What follows belongs to an exercise in optimizing a design on an open flow for small area and a short achievable clock period; a production flow would make more cautious choices.
In this exercise RTL edits were held to simulation tests only and were not proved equivalent to the original.
Power figures rest on the tool's default switching activity, not on a simulated workload.

==> flow/design.v <==
module interrupt_controller(
	pclk_i,
	prst_i,
	penable_i,
	pready_o,
	pwrite_i,
	paddr_i,
	pwdata_i,
	prdata_o,
	interrupt_active_i,
	interrupt_valid_o,
	interrupt_to_be_serviced_o,
	interrupt_serviced_i);
	input pclk_i,prst_i,penable_i,pwrite_i;
	input [3:0] paddr_i,pwdata_i;
	output reg pready_o;
	output reg [3:0] prdata_o;
	input [15:0] interrupt_active_i;
	input interrupt_serviced_i;
	output reg interrupt_valid_o;
	output reg [3:0] interrupt_to_be_serviced_o;
	reg arb;
	integer i;
	genvar g;
	reg [15:0] pb3, pb2, pb1, pb0;
	wire [3:0] wdata = pwdata_i & {4{~prst_i}};
	wire wr = penable_i & pwrite_i;
	wire [15:0] sel;
	generate
		for (g = 0; g < 16; g = g + 1) begin : regs
			assign sel[g] = paddr_i == g;
			always @(posedge pclk_i)
				if (prst_i | (wr & sel[g])) begin
					pb3[g] <= wdata[3];
					pb2[g] <= wdata[2];
					pb1[g] <= wdata[1];
					pb0[g] <= wdata[0];
				end
		end
	endgenerate
	wire [3:0] rdata = {|(sel & pb3), |(sel & pb2), |(sel & pb1), |(sel & pb0)};
	always @(posedge pclk_i) begin
		pready_o <= penable_i & ~prst_i;
		if (prst_i | (penable_i & ~pwrite_i))
			prdata_o <= rdata & {4{~prst_i}};
	end
	wire [15:0] c3 = interrupt_active_i;
	wire h3 = |(c3 & pb3);
	wire h2 = h3 ? |(c3 & pb3 & pb2) : |(c3 & pb2);
	wire [15:0] c1 = c3 & (pb3 | {16{~h3}}) & (pb2 | {16{~h2}});
	wire h1 = |(c1 & pb1);
	wire h0 = h1 ? |(c1 & pb1 & pb0) : |(c1 & pb0);
	wire [15:0] cw = c1 & (pb1 | {16{~h1}}) & (pb0 | {16{~h0}});
	wire [3:0] nz, lo_odd, lo_hi;
	generate
		for (g = 0; g < 4; g = g + 1) begin : quad
			wire [3:0] q = cw[4*g+3:4*g];
			assign nz[g] = |q;
			assign lo_hi[g] = ~q[0] & ~q[1];
			assign lo_odd[g] = ~q[0] & (q[1] | ~q[2]);
		end
	endgenerate
	wire [3:0] fq = {nz[3] & ~nz[2] & ~nz[1] & ~nz[0], nz[2] & ~nz[1] & ~nz[0],
	                 nz[1] & ~nz[0], nz[0]};
	wire [3:0] winner = {fq[3] | fq[2], fq[3] | fq[1], |(fq & lo_hi), |(fq & lo_odd)};
	always @(posedge pclk_i) begin
		if (prst_i) begin
			arb <= 1'b0;
			interrupt_valid_o <= 1'b0;
			interrupt_to_be_serviced_o <= 4'd0;
		end else begin
			arb <= (|interrupt_active_i) &
			       ((~arb & ~interrupt_valid_o) | (interrupt_valid_o & interrupt_serviced_i));
			interrupt_valid_o <= arb | (interrupt_valid_o & ~interrupt_serviced_i);
			if (arb) interrupt_to_be_serviced_o <= winner;
			else if (interrupt_serviced_i) interrupt_to_be_serviced_o <= 4'd0;
		end
	end
endmodule
Settings: LEC_CHECK=0, ABC_AREA=1, CAP_MARGIN=20, CORE_MARGIN=2, CORE_UTILIZATION=40, CTS_BUF_LIST=sky130_fd_sc_hd__clkbuf_8, CTS_CLUSTER_DIAMETER=150, CTS_CLUSTER_SIZE=25, SLEW_MARGIN=20; clock period 30.0 ns.
standard.sh (not shown) runs the stock make flow with config.mk's settings and CLKGATE_MAP_FILE= SYNTH_SCRIPT=/design/flow/synth_recipe.tcl, a recipe that flattens the netlist after the stock synthesis.
==> flow/flow/run.sh <==
#!/bin/bash
# Own layout flow: the standard flow (standard.sh) with
#  - the standard synthesis, except that ABC maps with flow/abc.script
#    (registers are mapped before ABC runs, so they are unchanged),
#  - smaller port buffers,
#  - timing repair aimed at a setup slack margin below the clock period.
# Each step's full output is in standard_flow.log and ORFS's logs/.
set -euo pipefail
source flow/params.sh
export MY_ABC_SCRIPT=$PWD/flow/abc.script
args=("BUFFER_PORTS_ARGS=-buffer_cell $PORT_BUF" "SETUP_SLACK_MARGIN=$MARGIN")
if [[ "${OWN_ABC:-1}" == 1 ]]; then args+=("SYNTH_SCRIPT=$PWD/flow/synth.tcl"); fi
bash standard.sh "${args[@]}" finish > standard_flow.log 2>&1
==> flow/flow/abc.script <==
&get -n
 &st
 &dch
 &nf -R 1000
 &put
 topo
 upsize -c
 dnsize -c
==> flow/flow/params.sh <==
PORT_BUF=sky130_fd_sc_hd__buf_1
MARGIN=20
==> flow/flow/synth.tcl <==
# synth_recipe.tcl (the standard synthesis), with ABC's script replaced by
# flow/abc.script when MY_ABC_SCRIPT names it.
proc synth {args} { yosys synth -nofsm -noshare {*}$args }
proc abc {args} {
  set i [lsearch -exact $args -script]
  if { $i >= 0 && [info exists ::env(MY_ABC_SCRIPT)] } {
    lset args [expr {$i + 1}] $::env(MY_ABC_SCRIPT)
  }
  puts "abc wrapper: $args"
  yosys abc {*}$args
}
source $::env(SCRIPTS_DIR)/synth.tcl
# left out here: clear keep_hierarchy, flatten, clean up, hide names made inside functions, write 1_2_yosys.v
The first run ran to the end with no violations.
Edit:
--- a/flow/config.mk
+++ b/flow/config.mk
@@ -12 +12 @@
-export CTS_BUF_LIST = sky130_fd_sc_hd__clkbuf_8
+export CTS_BUF_LIST = sky130_fd_sc_hd__clkbuf_16
@@ -14 +14 @@
-export CTS_CLUSTER_SIZE = 25
+export CTS_CLUSTER_SIZE = 40
After rerunning:
- synthesized cell count stays the same
- clock-buffer cell count stays the same
- worst hold slack stays flat
- routed wire length increases by 0.51%
Edit:
--- a/flow/config.mk
+++ b/flow/config.mk
@@ -11,4 +11,3 @@
-export CORE_UTILIZATION = 40
-export CTS_BUF_LIST = sky130_fd_sc_hd__clkbuf_16
-export CTS_CLUSTER_DIAMETER = 150
-export CTS_CLUSTER_SIZE = 40
+export CORE_UTILIZATION = 60
+export CTS_BUF_LIST = sky130_fd_sc_hd__clkbuf_8
+export PLACE_DENSITY = 0.75
After rerunning: The changed run produced a clean layout; die area falls by 32%; non-clock buffer count shrinks by 8; sequential share of layout area is higher by 1.0 points; global-route usage goes up by 11 points; clock-buffer cell count is unchanged.
Edit:
==> flow/flow/run.sh (replaced) <==
#!/bin/bash
# Own layout flow: the standard flow, with smaller port buffers and
# timing repair aimed below the clock period.
set -euo pipefail
bash standard.sh \
  "BUFFER_PORTS_ARGS=-buffer_cell sky130_fd_sc_hd__buf_2" \
  "SETUP_SLACK_MARGIN=21" \
  finish > standard_flow.log 2>&1
--- a/flow/config.mk
+++ b/flow/config.mk
@@ -11,3 +11 @@
-export CORE_UTILIZATION = 60
-export CTS_BUF_LIST = sky130_fd_sc_hd__clkbuf_8
-export PLACE_DENSITY = 0.75
+export CORE_UTILIZATION = 40
removed: flow/flow/abc.script
removed: flow/flow/params.sh
removed: flow/flow/synth.tcl
After rerunning: Via count increases by 27%; global-route usage decreases by 8.2 points; synthesized area increases by 15%; total power increases by 11%; count of clock-buffer cells in the layout does not change; final area increases by 17%; worst setup slack gains 1.2 ns; sequential power hardly moves; first-iteration DRC count decreases by 16%; routed wire length increases by 26%.
Edit:
==> flow/flow/run.sh (replaced) <==
#!/bin/bash
# Own layout flow: the standard flow (standard.sh) with
#  - the standard synthesis, except that ABC maps with flow/abc.script
#    (registers are mapped before ABC runs, so they are unchanged),
#  - smaller port buffers,
#  - timing repair aimed at a setup slack margin below the clock period.
# Each step's full output is in standard_flow.log and ORFS's logs/.
set -euo pipefail
source flow/params.sh
export MY_ABC_SCRIPT=$PWD/flow/abc.script
args=("BUFFER_PORTS_ARGS=-buffer_cell $PORT_BUF" "SETUP_SLACK_MARGIN=$MARGIN")
if [[ "${OWN_ABC:-1}" == 1 ]]; then args+=("SYNTH_SCRIPT=$PWD/flow/synth.tcl"); fi
bash standard.sh "${args[@]}" finish > standard_flow.log 2>&1
==> flow/flow/abc.script (new file) <==
&get -n
 &st
 &dch
 &nf -R 1000
 &put
 topo
 upsize -c
 dnsize -c
==> flow/flow/params.sh (new file) <==
PORT_BUF=sky130_fd_sc_hd__buf_1
MARGIN=20
==> flow/flow/synth.tcl (new file) <==
# synth_recipe.tcl (the standard synthesis), with ABC's script replaced by
# flow/abc.script when MY_ABC_SCRIPT names it.
proc synth {args} { yosys synth -nofsm -noshare {*}$args }
proc abc {args} {
  set i [lsearch -exact $args -script]
  if { $i >= 0 && [info exists ::env(MY_ABC_SCRIPT)] } {
    lset args [expr {$i + 1}] $::env(MY_ABC_SCRIPT)
  }
  puts "abc wrapper: $args"
  yosys abc {*}$args
}
source $::env(SCRIPTS_DIR)/synth.tcl
# left out here: clear keep_hierarchy, flatten, clean up, hide names made inside functions, write 1_2_yosys.v
--- a/flow/config.mk
+++ b/flow/config.mk
@@ -11 +11,3 @@
-export CORE_UTILIZATION = 40
+export CORE_UTILIZATION = 70
+export CTS_BUF_LIST = sky130_fd_sc_hd__clkbuf_8
+export PLACE_DENSITY = 0.85
After rerunning: The new run completed without violations; power falls by 7.7%; die area falls by 49%; critical path depth falls by 5; via count falls by 19%; design area falls by 14%; worst hold slack degrades by 0.0088 ns; clock skew stays flat; non-clock buffer count falls by 5; maximum frequency falls by 11%.

what the ideal ports hide:
The results above use ideal ports. As a check the final layouts listed here were re-extracted and re-timed, cells and wires unchanged.
Step 1 sets driving cells, clkbuf_16 on the clock port and buf_2 on the other inputs (assumed; they add their load-dependent delay and slew).
Step 2 adds t to the input delays and takes it off the output delays; t is the mean of the earliest and latest rising clock arrival at the registers after step 1. Input paths then give back, and output paths get back, about the clock's delay inside the block.
a / b / c = ideal ports / drivers / drivers and shift; a / b = the first two.
run	t, ns	slack for setup (ns)	worst hold slack (ns)
the first run	0.380	20.227 / 20.238 / 19.858	0.459 / 0.459 / 0.459
the second run	0.367	20.207 / 20.222 / 19.855	0.457 / 0.457 / 0.457
the third run	0.394	20.195 / 20.204 / 19.810	0.454 / 0.454 / 0.454
the fourth run	0.388	21.377 / 21.397 / 21.010	0.461 / 0.461 / 0.461
the fifth run	0.377	20.303 / 20.310 / 19.934	0.452 / 0.452 / 0.452
After both steps every run listed still meets setup and hold. The setup slack of the third run, which loses most, moves by +0.009 ns with the drivers and by -0.385 ns with both steps.
